From an optimization exercise on the open Yosys and OpenROAD flow, aimed at small area; shortcuts taken in it are not production practice. At most, simulation tests tie the RTL to the original design; equivalence was not proved.

==> run a: inputs <==
// fast
module fast (
   input bit clk,
   input bit rst_n,
   input logic [391:0] in_data,
   output logic [12:0] out_pixel
);
wire nc0;
wire nc1;
wire nc2;
wire nc3;
wire nc4;
wire nc5;
wire nc6;
wire nc7;
wire x8;
wire k9;
wire s10;
wire c11;
wire s12;
wire c13;
wire s14;
wire c15;
wire s16;
wire c17;
wire s18;
wire c19;
wire s20;
wire c21;
wire s22;
wire c23;
wire a24;
wire p25;
wire d26;
wire d27;
wire d28;
wire d29;
wire d30;
wire d31;
wire d32;
wire x33;
wire k34;
wire s35;
wire c36;
wire s37;
wire c38;
wire s39;
wire c40;
wire s41;
wire c42;
wire s43;
wire c44;
wire s45;
wire c46;
wire s47;
wire c48;
wire a49;
wire p50;
wire d51;
wire d52;
wire d53;
wire d54;
wire d55;
wire d56;
wire d57;
wire x58;
wire k59;
wire s60;
wire c61;
wire s62;
wire c63;
wire s64;
wire c65;
wire s66;
wire c67;
wire s68;
wire c69;
wire s70;
wire c71;
wire s72;
wire c73;
wire a74;
wire p75;
wire d76;
wire d77;
wire d78;
wire d79;
wire d80;
wire d81;
wire d82;
wire x83;
wire k84;
wire s85;
wire c86;
wire s87;
wire c88;
wire s89;
wire c90;
wire s91;
wire c92;
wire s93;
wire c94;
wire s95;
wire c96;
wire s97;
wire c98;
wire a99;
wire p100;
wire d101;
wire d102;
wire d103;
wire d104;
wire d105;
wire d106;
wire d107;
wire x108;
wire k109;
wire s110;
wire c111;
wire s112;
wire c113;
wire s114;
wire c115;
wire s116;
wire c117;
wire s118;
wire c119;
wire s120;
wire c121;
wire s122;
wire c123;
wire a124;
wire p125;
wire d126;
wire d127;
wire d128;
wire d129;
  ...
==> flow/config.mk <==
export PLATFORM = sky130hd
export DESIGN_NAME = fast
export DESIGN_NICKNAME = fast
export VERILOG_FILES = /design/flow/design.v
export SDC_FILE = /design/flow/constraint.sdc
export NUM_CORES = 4
export LEC_CHECK = 0
export CAP_MARGIN = 40
export CORE_MARGIN = 2
export CORE_UTILIZATION = 60
export CTS_BUF_LIST = sky130_fd_sc_hd__clkbuf_4
export GPL_TIMING_DRIVEN = 0
export SLEW_MARGIN = 40
export SYNTH_HIERARCHICAL = 1
export BUFFER_PORTS_ARGS = -buffer_cell sky130_fd_sc_hd__buf_1
export REMOVE_ABC_BUFFERS = 1
==> flow/constraint.sdc <==
create_clock -name core_clock -period 12.0 [get_ports {clk}]
set_input_delay 2.4000 -clock core_clock [delete_from_list [all_inputs] [get_ports {clk}]]
set_output_delay 2.4000 -clock core_clock [all_outputs]
set_load 0.01 [all_outputs]
standard.sh (not shown) runs the stock make flow with config.mk's settings and CLKGATE_MAP_FILE= SYNTH_SCRIPT=/design/flow/synth_recipe.tcl, a recipe that flattens the netlist after the stock synthesis.
==> flow/flow/run.sh <==
#!/bin/bash
set -euo pipefail
cat >> config.mk <<'EOT'
export BUFFER_PORTS_ARGS = -buffer_cell sky130_fd_sc_hd__buf_1
export REMOVE_ABC_BUFFERS = 1
EOT
bash standard.sh > flow_make.log 2>&1
==> run b (differences from run a) <==
--- a/flow/design.v
+++ b/flow/design.v
@@ -698,18 +698,21 @@
 wire s691;
 wire c692;
 wire s693;
 wire c694;
 wire s695;
 wire c696;
 wire s697;
-wire s698;
+wire c698;
 wire s699;
 wire s700;
 wire s701;
+wire s702;
+wire s703;
+wire s704;
 assign nc0 = ~in_data[192];
 assign nc1 = ~in_data[193];
 assign nc2 = ~in_data[194];
 assign nc3 = ~in_data[195];
 assign nc4 = ~in_data[196];
 assign nc5 = ~in_data[197];
 assign nc6 = ~in_data[198];
@@ -719,15 +722,15 @@
 fa_cell u_s10 (.a(nc1), .b(in_data[25]), .c(k9), .s(s10), .co(c11));
 fa_cell u_s12 (.a(nc2), .b(in_data[26]), .c(c11), .s(s12), .co(c13));
 fa_cell u_s14 (.a(nc3), .b(in_data[27]), .c(c13), .s(s14), .co(c15));
 fa_cell u_s16 (.a(nc4), .b(in_data[28]), .c(c15), .s(s16), .co(c17));
 fa_cell u_s18 (.a(nc5), .b(in_data[29]), .c(c17), .s(s18), .co(c19));
 fa_cell u_s20 (.a(nc6), .b(in_data[30]), .c(c19), .s(s20), .co(c21));
 fa_cell u_s22 (.a(nc7), .b(in_data[31]), .c(c21), .s(s22), .co(c23));
-assign a24 = ~c23;
+inv_cell u_a24 (.a(c23), .y(a24));
 assign p25 = ~(c23 | x8);
 assign d26 = s10 ^ a24;
 assign d27 = s12 ^ a24;
 assign d28 = s14 ^ a24;
 assign d29 = s16 ^ a24;
 assign d30 = s18 ^ a24;
 assign d31 = s20 ^ a24;
@@ -737,15 +740,15 @@
 fa_cell u_s35 (.a(nc1), .b(in_data[33]), .c(k34), .s(s35), .co(c36));
 fa_cell u_s37 (.a(nc2), .b(in_data[34]), .c(c36), .s(s37), .co(c38));
 fa_cell u_s39 (.a(nc3), .b(in_data[35]), .c(c38), .s(s39), .co(c40));
 fa_cell u_s41 (.a(nc4), .b(in_data[36]), .c(c40), .s(s41), .co(c42));
 fa_cell u_s43 (.a(nc5), .b(in_data[37]), .c(c42), .s(s43), .co(c44));
 fa_cell u_s45 (.a(nc6), .b(in_data[38]), .c(c44), .s(s45), .co(c46));
 fa_cell u_s47 (.a(nc7), .b(in_data[39]), .c(c46), .s(s47), .co(c48));
-assign a49 = ~c48;
+inv_cell u_a49 (.a(c48), .y(a49));
 assign p50 = ~(c48 | x33);
 assign d51 = s35 ^ a49;
 assign d52 = s37 ^ a49;
 assign d53 = s39 ^ a49;
 assign d54 = s41 ^ a49;
 assign d55 = s43 ^ a49;
 assign d56 = s45 ^ a49;
@@ -755,15 +758,15 @@
 fa_cell u_s60 (.a(nc1), .b(in_data[97]), .c(k59), .s(s60), .co(c61));
 fa_cell u_s62 (.a(nc2), .b(in_data[98]), .c(c61), .s(s62), .co(c63));
 fa_cell u_s64 (.a(nc3), .b(in_data[99]), .c(c63), .s(s64), .co(c65));
 fa_cell u_s66 (.a(nc4), .b(in_data[100]), .c(c65), .s(s66), .co(c67));
 fa_cell u_s68 (.a(nc5), .b(in_data[101]), .c(c67), .s(s68), .co(c69));
 fa_cell u_s70 (.a(nc6), .b(in_data[102]), .c(c69), .s(s70), .co(c71));
 fa_cell u_s72 (.a(nc7), .b(in_data[103]), .c(c71), .s(s72), .co(c73));
-assign a74 = ~c73;
+inv_cell u_a74 (.a(c73), .y(a74));
 assign p75 = ~(c73 | x58);
 assign d76 = s60 ^ a74;
 assign d77 = s62 ^ a74;
 assign d78 = s64 ^ a74;
 assign d79 = s66 ^ a74;
 assign d80 = s68 ^ a74;
 assign d81 = s70 ^ a74;
@@ -773,15 +776,15 @@
 fa_cell u_s85 (.a(nc1), .b(in_data[161]), .c(k84), .s(s85), .co(c86));
 fa_cell u_s87 (.a(nc2), .b(in_data[162]), .c(c86), .s(s87), .co(c88));
 fa_cell u_s89 (.a(nc3), .b(in_data[163]), .c(c88), .s(s89), .co(c90));
 fa_cell u_s91 (.a(nc4), .b(in_data[164]), .c(c90), .s(s91), .co(c92));
 fa_cell u_s93 (.a(nc5), .b(in_data[165]), .c(c92), .s(s93), .co(c94));
 fa_cell u_s95 (.a(nc6), .b(in_data[166]), .c(c94), .s(s95), .co(c96));
 fa_cell u_s97 (.a(nc7), .b(in_data[167]), .c(c96), .s(s97), .co(c98));
-assign a99 = ~c98;
+inv_cell u_a99 (.a(c98), .y(a99));
 assign p100 = ~(c98 | x83);
 assign d101 = s85 ^ a99;
 assign d102 = s87 ^ a99;
 assign d103 = s89 ^ a99;
 assign d104 = s91 ^ a99;
 assign d105 = s93 ^ a99;
 assign d106 = s95 ^ a99;
@@ -791,15 +794,15 @@
 fa_cell u_s110 (.a(nc1), .b(in_data[217]), .c(k109), .s(s110), .co(c111));
 fa_cell u_s112 (.a(nc2), .b(in_data[218]), .c(c111), .s(s112), .co(c113));
 fa_cell u_s114 (.a(nc3), .b(in_data[219]), .c(c113), .s(s114), .co(c115));
 fa_cell u_s116 (.a(nc4), .b(in_data[220]), .c(c115), .s(s116), .co(c117));
 fa_cell u_s118 (.a(nc5), .b(in_data[221]), .c(c117), .s(s118), .co(c119));
 fa_cell u_s120 (.a(nc6), .b(in_data[222]), .c(c119), .s(s120), .co(c121));
 fa_cell u_s122 (.a(nc7), .b(in_data[223]), .c(c121), .s(s122), .co(c123));
-assign a124 = ~c123;
+inv_cell u_a124 (.a(c123), .y(a124));
 assign p125 = ~(c123 | x108);
 assign d126 = s110 ^ a124;
 assign d127 = s112 ^ a124;
 assign d128 = s114 ^ a124;
 assign d129 = s116 ^ a124;
 assign d130 = s118 ^ a124;
 assign d131 = s120 ^ a124;
@@ -809,15 +812,15 @@
 fa_cell u_s135 (.a(nc1), .b(in_data[273]), .c(k134), .s(s135), .co(c136));
 fa_cell u_s137 (.a(nc2), .b(in_data[274]), .c(c136), .s(s137), .co(c138));
 fa_cell u_s139 (.a(nc3), .b(in_data[275]), .c(c138), .s(s139), .co(c140));
 fa_cell u_s141 (.a(nc4), .b(in_data[276]), .c(c140), .s(s141), .co(c142));
 fa_cell u_s143 (.a(nc5), .b(in_data[277]), .c(c142), .s(s143), .co(c144));
 fa_cell u_s145 (.a(nc6), .b(in_data[278]), .c(c144), .s(s145), .co(c146));
 fa_cell u_s147 (.a(nc7), .b(in_data[279]), .c(c146), .s(s147), .co(c148));
-assign a149 = ~c148;
+inv_cell u_a149 (.a(c148), .y(a149));
 assign p150 = ~(c148 | x133);
 assign d151 = s135 ^ a149;
 assign d152 = s137 ^ a149;
 assign d153 = s139 ^ a149;
 assign d154 = s141 ^ a149;
 assign d155 = s143 ^ a149;
 assign d156 = s145 ^ a149;
@@ -827,15 +830,15 @@
 fa_cell u_s160 (.a(nc1), .b(in_data[321]), .c(k159), .s(s160), .co(c161));
 fa_cell u_s162 (.a(nc2), .b(in_data[322]), .c(c161), .s(s162), .co(c163));
 fa_cell u_s164 (.a(nc3), .b(in_data[323]), .c(c163), .s(s164), .co(c165));
 fa_cell u_s166 (.a(nc4), .b(in_data[324]), .c(c165), .s(s166), .co(c167));
 fa_cell u_s168 (.a(nc5), .b(in_data[325]), .c(c167), .s(s168), .co(c169));
 fa_cell u_s170 (.a(nc6), .b(in_data[326]), .c(c169), .s(s170), .co(c171));
 fa_cell u_s172 (.a(nc7), .b(in_data[327]), .c(c171), .s(s172), .co(c173));
-assign a174 = ~c173;
+inv_cell u_a174 (.a(c173), .y(a174));
 assign p175 = ~(c173 | x158);
 assign d176 = s160 ^ a174;
 assign d177 = s162 ^ a174;
 assign d178 = s164 ^ a174;
 assign d179 = s166 ^ a174;
 assign d180 = s168 ^ a174;
 assign d181 = s170 ^ a174;
@@ -845,15 +848,15 @@
 fa_cell u_s185 (.a(nc1), .b(in_data[369]), .c(k184), .s(s185), .co(c186));
 fa_cell u_s187 (.a(nc2), .b(in_data[370]), .c(c186), .s(s187), .co(c188));
 fa_cell u_s189 (.a(nc3), .b(in_data[371]), .c(c188), .s(s189), .co(c190));
 fa_cell u_s191 (.a(nc4), .b(in_data[372]), .c(c190), .s(s191), .co(c192));
 fa_cell u_s193 (.a(nc5), .b(in_data[373]), .c(c192), .s(s193), .co(c194));
 fa_cell u_s195 (.a(nc6), .b(in_data[374]), .c(c194), .s(s195), .co(c196));
 fa_cell u_s197 (.a(nc7), .b(in_data[375]), .c(c196), .s(s197), .co(c198));
-assign a199 = ~c198;
+inv_cell u_a199 (.a(c198), .y(a199));
 assign p200 = ~(c198 | x183);
 assign d201 = s185 ^ a199;
 assign d202 = s187 ^ a199;
 assign d203 = s189 ^ a199;
 assign d204 = s191 ^ a199;
 assign d205 = s193 ^ a199;
 assign d206 = s195 ^ a199;
@@ -863,15 +866,15 @@
 fa_cell u_s210 (.a(nc1), .b(in_data[361]), .c(k209), .s(s210), .co(c211));
 fa_cell u_s212 (.a(nc2), .b(in_data[362]), .c(c211), .s(s212), .co(c213));
 fa_cell u_s214 (.a(nc3), .b(in_data[363]), .c(c213), .s(s214), .co(c215));
 fa_cell u_s216 (.a(nc4), .b(in_data[364]), .c(c215), .s(s216), .co(c217));
 fa_cell u_s218 (.a(nc5), .b(in_data[365]), .c(c217), .s(s218), .co(c219));
 fa_cell u_s220 (.a(nc6), .b(in_data[366]), .c(c219), .s(s220), .co(c221));
 fa_cell u_s222 (.a(nc7), .b(in_data[367]), .c(c221), .s(s222), .co(c223));
-assign a224 = ~c223;
+inv_cell u_a224 (.a(c223), .y(a224));
 assign p225 = ~(c223 | x208);
 assign d226 = s210 ^ a224;
 assign d227 = s212 ^ a224;
 assign d228 = s214 ^ a224;
 assign d229 = s216 ^ a224;
 assign d230 = s218 ^ a224;
 assign d231 = s220 ^ a224;
@@ -881,15 +884,15 @@
 fa_cell u_s235 (.a(nc1), .b(in_data[353]), .c(k234), .s(s235), .co(c236));
 fa_cell u_s237 (.a(nc2), .b(in_data[354]), .c(c236), .s(s237), .co(c238));
 fa_cell u_s239 (.a(nc3), .b(in_data[355]), .c(c238), .s(s239), .co(c240));
 fa_cell u_s241 (.a(nc4), .b(in_data[356]), .c(c240), .s(s241), .co(c242));
 fa_cell u_s243 (.a(nc5), .b(in_data[357]), .c(c242), .s(s243), .co(c244));
 fa_cell u_s245 (.a(nc6), .b(in_data[358]), .c(c244), .s(s245), .co(c246));
 fa_cell u_s247 (.a(nc7), .b(in_data[359]), .c(c246), .s(s247), .co(c248));
-assign a249 = ~c248;
+inv_cell u_a249 (.a(c248), .y(a249));
 assign p250 = ~(c248 | x233);
 assign d251 = s235 ^ a249;
 assign d252 = s237 ^ a249;
 assign d253 = s239 ^ a249;
 assign d254 = s241 ^ a249;
 assign d255 = s243 ^ a249;
 assign d256 = s245 ^ a249;
@@ -899,15 +902,15 @@
 fa_cell u_s260 (.a(nc1), .b(in_data[289]), .c(k259), .s(s260), .co(c261));
 fa_cell u_s262 (.a(nc2), .b(in_data[290]), .c(c261), .s(s262), .co(c263));
 fa_cell u_s264 (.a(nc3), .b(in_data[291]), .c(c263), .s(s264), .co(c265));
 fa_cell u_s266 (.a(nc4), .b(in_data[292]), .c(c265), .s(s266), .co(c267));
 fa_cell u_s268 (.a(nc5), .b(in_data[293]), .c(c267), .s(s268), .co(c269));
 fa_cell u_s270 (.a(nc6), .b(in_data[294]), .c(c269), .s(s270), .co(c271));
 fa_cell u_s272 (.a(nc7), .b(in_data[295]), .c(c271), .s(s272), .co(c273));
-assign a274 = ~c273;
+inv_cell u_a274 (.a(c273), .y(a274));
 assign p275 = ~(c273 | x258);
 assign d276 = s260 ^ a274;
 assign d277 = s262 ^ a274;
 assign d278 = s264 ^ a274;
 assign d279 = s266 ^ a274;
 assign d280 = s268 ^ a274;
 assign d281 = s270 ^ a274;
@@ -917,15 +920,15 @@
 fa_cell u_s285 (.a(nc1), .b(in_data[225]), .c(k284), .s(s285), .co(c286));
 fa_cell u_s287 (.a(nc2), .b(in_data[226]), .c(c286), .s(s287), .co(c288));
 fa_cell u_s289 (.a(nc3), .b(in_data[227]), .c(c288), .s(s289), .co(c290));
 fa_cell u_s291 (.a(nc4), .b(in_data[228]), .c(c290), .s(s291), .co(c292));
 fa_cell u_s293 (.a(nc5), .b(in_data[229]), .c(c292), .s(s293), .co(c294));
 fa_cell u_s295 (.a(nc6), .b(in_data[230]), .c(c294), .s(s295), .co(c296));
 fa_cell u_s297 (.a(nc7), .b(in_data[231]), .c(c296), .s(s297), .co(c298));
-assign a299 = ~c298;
+inv_cell u_a299 (.a(c298), .y(a299));
 assign p300 = ~(c298 | x283);
 assign d301 = s285 ^ a299;
 assign d302 = s287 ^ a299;
 assign d303 = s289 ^ a299;
 assign d304 = s291 ^ a299;
 assign d305 = s293 ^ a299;
 assign d306 = s295 ^ a299;
@@ -935,15 +938,15 @@
 fa_cell u_s310 (.a(nc1), .b(in_data[169]), .c(k309), .s(s310), .co(c311));
 fa_cell u_s312 (.a(nc2), .b(in_data[170]), .c(c311), .s(s312), .co(c313));
 fa_cell u_s314 (.a(nc3), .b(in_data[171]), .c(c313), .s(s314), .co(c315));
 fa_cell u_s316 (.a(nc4), .b(in_data[172]), .c(c315), .s(s316), .co(c317));
 fa_cell u_s318 (.a(nc5), .b(in_data[173]), .c(c317), .s(s318), .co(c319));
 fa_cell u_s320 (.a(nc6), .b(in_data[174]), .c(c319), .s(s320), .co(c321));
 fa_cell u_s322 (.a(nc7), .b(in_data[175]), .c(c321), .s(s322), .co(c323));
-assign a324 = ~c323;
+inv_cell u_a324 (.a(c323), .y(a324));
 assign p325 = ~(c323 | x308);
 assign d326 = s310 ^ a324;
 assign d327 = s312 ^ a324;
 assign d328 = s314 ^ a324;
 assign d329 = s316 ^ a324;
 assign d330 = s318 ^ a324;
 assign d331 = s320 ^ a324;
@@ -953,15 +956,15 @@
 fa_cell u_s335 (.a(nc1), .b(in_data[113]), .c(k334), .s(s335), .co(c336));
 fa_cell u_s337 (.a(nc2), .b(in_data[114]), .c(c336), .s(s337), .co(c338));
 fa_cell u_s339 (.a(nc3), .b(in_data[115]), .c(c338), .s(s339), .co(c340));
 fa_cell u_s341 (.a(nc4), .b(in_data[116]), .c(c340), .s(s341), .co(c342));
 fa_cell u_s343 (.a(nc5), .b(in_data[117]), .c(c342), .s(s343), .co(c344));
 fa_cell u_s345 (.a(nc6), .b(in_data[118]), .c(c344), .s(s345), .co(c346));
 fa_cell u_s347 (.a(nc7), .b(in_data[119]), .c(c346), .s(s347), .co(c348));
-assign a349 = ~c348;
+inv_cell u_a349 (.a(c348), .y(a349));
 assign p350 = ~(c348 | x333);
 assign d351 = s335 ^ a349;
 assign d352 = s337 ^ a349;
 assign d353 = s339 ^ a349;
 assign d354 = s341 ^ a349;
 assign d355 = s343 ^ a349;
 assign d356 = s345 ^ a349;
@@ -971,15 +974,15 @@
 fa_cell u_s360 (.a(nc1), .b(in_data[65]), .c(k359), .s(s360), .co(c361));
 fa_cell u_s362 (.a(nc2), .b(in_data[66]), .c(c361), .s(s362), .co(c363));
 fa_cell u_s364 (.a(nc3), .b(in_data[67]), .c(c363), .s(s364), .co(c365));
 fa_cell u_s366 (.a(nc4), .b(in_data[68]), .c(c365), .s(s366), .co(c367));
 fa_cell u_s368 (.a(nc5), .b(in_data[69]), .c(c367), .s(s368), .co(c369));
 fa_cell u_s370 (.a(nc6), .b(in_data[70]), .c(c369), .s(s370), .co(c371));
 fa_cell u_s372 (.a(nc7), .b(in_data[71]), .c(c371), .s(s372), .co(c373));
-assign a374 = ~c373;
+inv_cell u_a374 (.a(c373), .y(a374));
 assign p375 = ~(c373 | x358);
 assign d376 = s360 ^ a374;
 assign d377 = s362 ^ a374;
 assign d378 = s364 ^ a374;
 assign d379 = s366 ^ a374;
 assign d380 = s368 ^ a374;
 assign d381 = s370 ^ a374;
@@ -989,15 +992,15 @@
 fa_cell u_s385 (.a(nc1), .b(in_data[17]), .c(k384), .s(s385), .co(c386));
 fa_cell u_s387 (.a(nc2), .b(in_data[18]), .c(c386), .s(s387), .co(c388));
 fa_cell u_s389 (.a(nc3), .b(in_data[19]), .c(c388), .s(s389), .co(c390));
 fa_cell u_s391 (.a(nc4), .b(in_data[20]), .c(c390), .s(s391), .co(c392));
 fa_cell u_s393 (.a(nc5), .b(in_data[21]), .c(c392), .s(s393), .co(c394));
 fa_cell u_s395 (.a(nc6), .b(in_data[22]), .c(c394), .s(s395), .co(c396));
 fa_cell u_s397 (.a(nc7), .b(in_data[23]), .c(c396), .s(s397), .co(c398));
-assign a399 = ~c398;
+inv_cell u_a399 (.a(c398), .y(a399));
 assign p400 = ~(c398 | x383);
 assign d401 = s385 ^ a399;
 assign d402 = s387 ^ a399;
 assign d403 = s389 ^ a399;
 assign d404 = s391 ^ a399;
 assign d405 = s393 ^ a399;
 assign d406 = s395 ^ a399;
@@ -1135,30 +1138,32 @@
 ha_cell u_s668 (.a(s418), .b(s420), .s(s668), .co(c669));
 fa_cell u_s670 (.a(c669), .b(s456), .c(s458), .s(s670), .co(c671));
 fa_cell u_s672 (.a(s490), .b(c671), .c(s492), .s(s672), .co(c673));
 fa_cell u_s674 (.a(s522), .b(c673), .c(s524), .s(s674), .co(c675));
 fa_cell u_s676 (.a(s552), .b(s554), .c(c675), .s(s676), .co(c677));
 fa_cell u_s678 (.a(s582), .b(s584), .c(c677), .s(s678), .co(c679));
 fa_cell u_s680 (.a(s612), .b(s614), .c(c679), .s(s680), .co(c681));
-fa_cell u_s682 (.a(c615), .b(s644), .c(c681), .s(s682), .co(c683));
-ha_cell u_s684 (.a(c645), .b(s658), .s(s684), .co(c685));
+ha_cell u_s682 (.a(c615), .b(s644), .s(s682), .co(c683));
+fa_cell u_s684 (.a(c645), .b(s658), .c(c683), .s(s684), .co(c685));
 fa_cell u_s686 (.a(c659), .b(s664), .c(c685), .s(s686), .co(c687));
 fa_cell u_s688 (.a(c665), .b(s666), .c(c687), .s(s688), .co(c689));
 assign s690 = c667 ^ c689;
-assign s691 = ~(c645 ^ s658);
-assign c692 = c645 | s658;
-fa_cell u_s693 (.a(c659), .b(s664), .c(c692), .s(s693), .co(c694));
-fa_cell u_s695 (.a(c665), .b(s666), .c(c694), .s(s695), .co(c696));
-assign s697 = c667 ^ c696;
-assign s698 = c683 ? s691 : s684;
-assign s699 = c683 ? s693 : s686;
-assign s700 = c683 ? s695 : s688;
-assign s701 = c683 ? s697 : s690;
+assign s691 = ~(c615 ^ s644);
+assign c692 = c615 | s644;
+fa_cell u_s693 (.a(c645), .b(s658), .c(c692), .s(s693), .co(c694));
+fa_cell u_s695 (.a(c659), .b(s664), .c(c694), .s(s695), .co(c696));
+fa_cell u_s697 (.a(c665), .b(s666), .c(c696), .s(s697), .co(c698));
+assign s699 = c667 ^ c698;
+assign s700 = c681 ? s691 : s682;
+assign s701 = c681 ? s693 : s684;
+assign s702 = c681 ? s695 : s686;
+assign s703 = c681 ? s697 : s688;
+assign s704 = c681 ? s699 : s690;
 wire [15:0] B = {c398, c373, c348, c323, c298, c273, c248, c223, c198, c173, c148, c123, c98, c73, c48, c23};
-wire [11:0] S = {s701, s700, s699, s698, s682, s680, s678, s676, s674, s672, s670, s668};
+wire [11:0] S = {s704, s703, s702, s701, s700, s680, s678, s676, s674, s672, s670, s668};
 wire is_corner;
 corner_cell u_corner (.b(B), .y(is_corner));
 always_ff @(posedge clk) begin
    if (~rst_n) out_pixel <= '0;
    else        out_pixel <= is_corner ? {1'b0, S} : '0;
 end
 endmodule
==> flow/flow/run.sh (replaced) <==
#!/bin/bash
set -euo pipefail
cat >> config.mk <<'EOT'
export BUFFER_PORTS_ARGS = -buffer_cell sky130_fd_sc_hd__buf_1
EOT
bash standard.sh > flow_make.log 2>&1
- CORE_UTILIZATION: 60 -> 40
- GPL_TIMING_DRIVEN: 0 -> default
- REMOVE_ABC_BUFFERS: 1 -> default
==> reports/metrics.csv <==
stage,metric,value,unit
status,lastStage,I/O pin placement (3_2_place_iop),
logic_synthesis,synth_adder_area_share,70.5,%
logic_synthesis,yosysTopAreaCellShare,68.4,%
logic_synthesis,seq_area_frac_synth,3.36,%
logic_synthesis,synth_area_leaders,"fa_1 68%, xnor2_1 14%, dfxtp_1 3.4%",
floorplan,die_h,113,um
logic_synthesis,muxShareOfSynthArea,0.560,%
logic_synthesis,syn_area,7140,um^2
logic_synthesis,syn_avg_cell_area,13.6,um^2
status,stop_error,[ERROR PPL-0024] Number of IO pins (407) exceeds maximum number of available positions (400). Increase the die perimeter from 452.48um to 553.52um.,
logic_synthesis,yosys.area_share.simple,5.08,%
logic_synthesis,synth_compound_area_share,2.43,%
status,status,did not finish,
logic_synthesis,ys_types,38,
-- figures above: run a

==> reports/metrics.csv <==
stage,metric,value,unit
logic_synthesis,ys_async_sr_fraction,0,%
logic_synthesis,yosys.area_share.simple,4.98,%
layout,fillerInstances,1638,
logic_synthesis,muxShareOfSynthArea,0.692,%
status,status,finished clean,
logic_synthesis,seq_area_frac_synth,3.32,%
layout,largestClassByArea,multi-input combinational cells,
logic_synthesis,syn_avg_cell_area,13.3,um^2
logic_synthesis,synth_adder_area_share,69.9,%
logic_synthesis,synth_compound_area_share,2.41,%
floorplan,die_h,138,um
layout,nonClkBufAreaFrac,8.63,%
logic_synthesis,syn_area,7230,um^2
-- figures above: run b

Function not checked in run b: the RTL went through the layout flow alone.

==> static timing again, ports no longer ideal <==
In the flow no input, the clock included, has a driving cell. The finished layout below was timed again as built, in two steps.
Step 1 (the two cells are an assumption about what drives the block):
set clk [get_ports {clk}]
set_driving_cell -lib_cell sky130_fd_sc_hd__clkbuf_16 $clk
set_driving_cell -lib_cell sky130_fd_sc_hd__buf_2 [delete_from_list [all_inputs] $clk]
Step 2 also shifts input and output timing later by t, the mid clock arrival at the registers, as if the neighbouring blocks saw the same clock.
Slacks: no drivers / after step 1 / after step 2; pairs: no drivers / after step 1.
run: run b
t, ns: 0.341
setup WS [ns]: 0.918 / 0.929 / 0.589
clock arrival spread, ns: 0.004 / 0.003
slew at the worst register clock pin (ns): 0.10 / 0.10
After both steps setup and hold are still met in run b. The setup slack of run b moves by +0.011 ns with the drivers and by -0.329 ns with both steps.
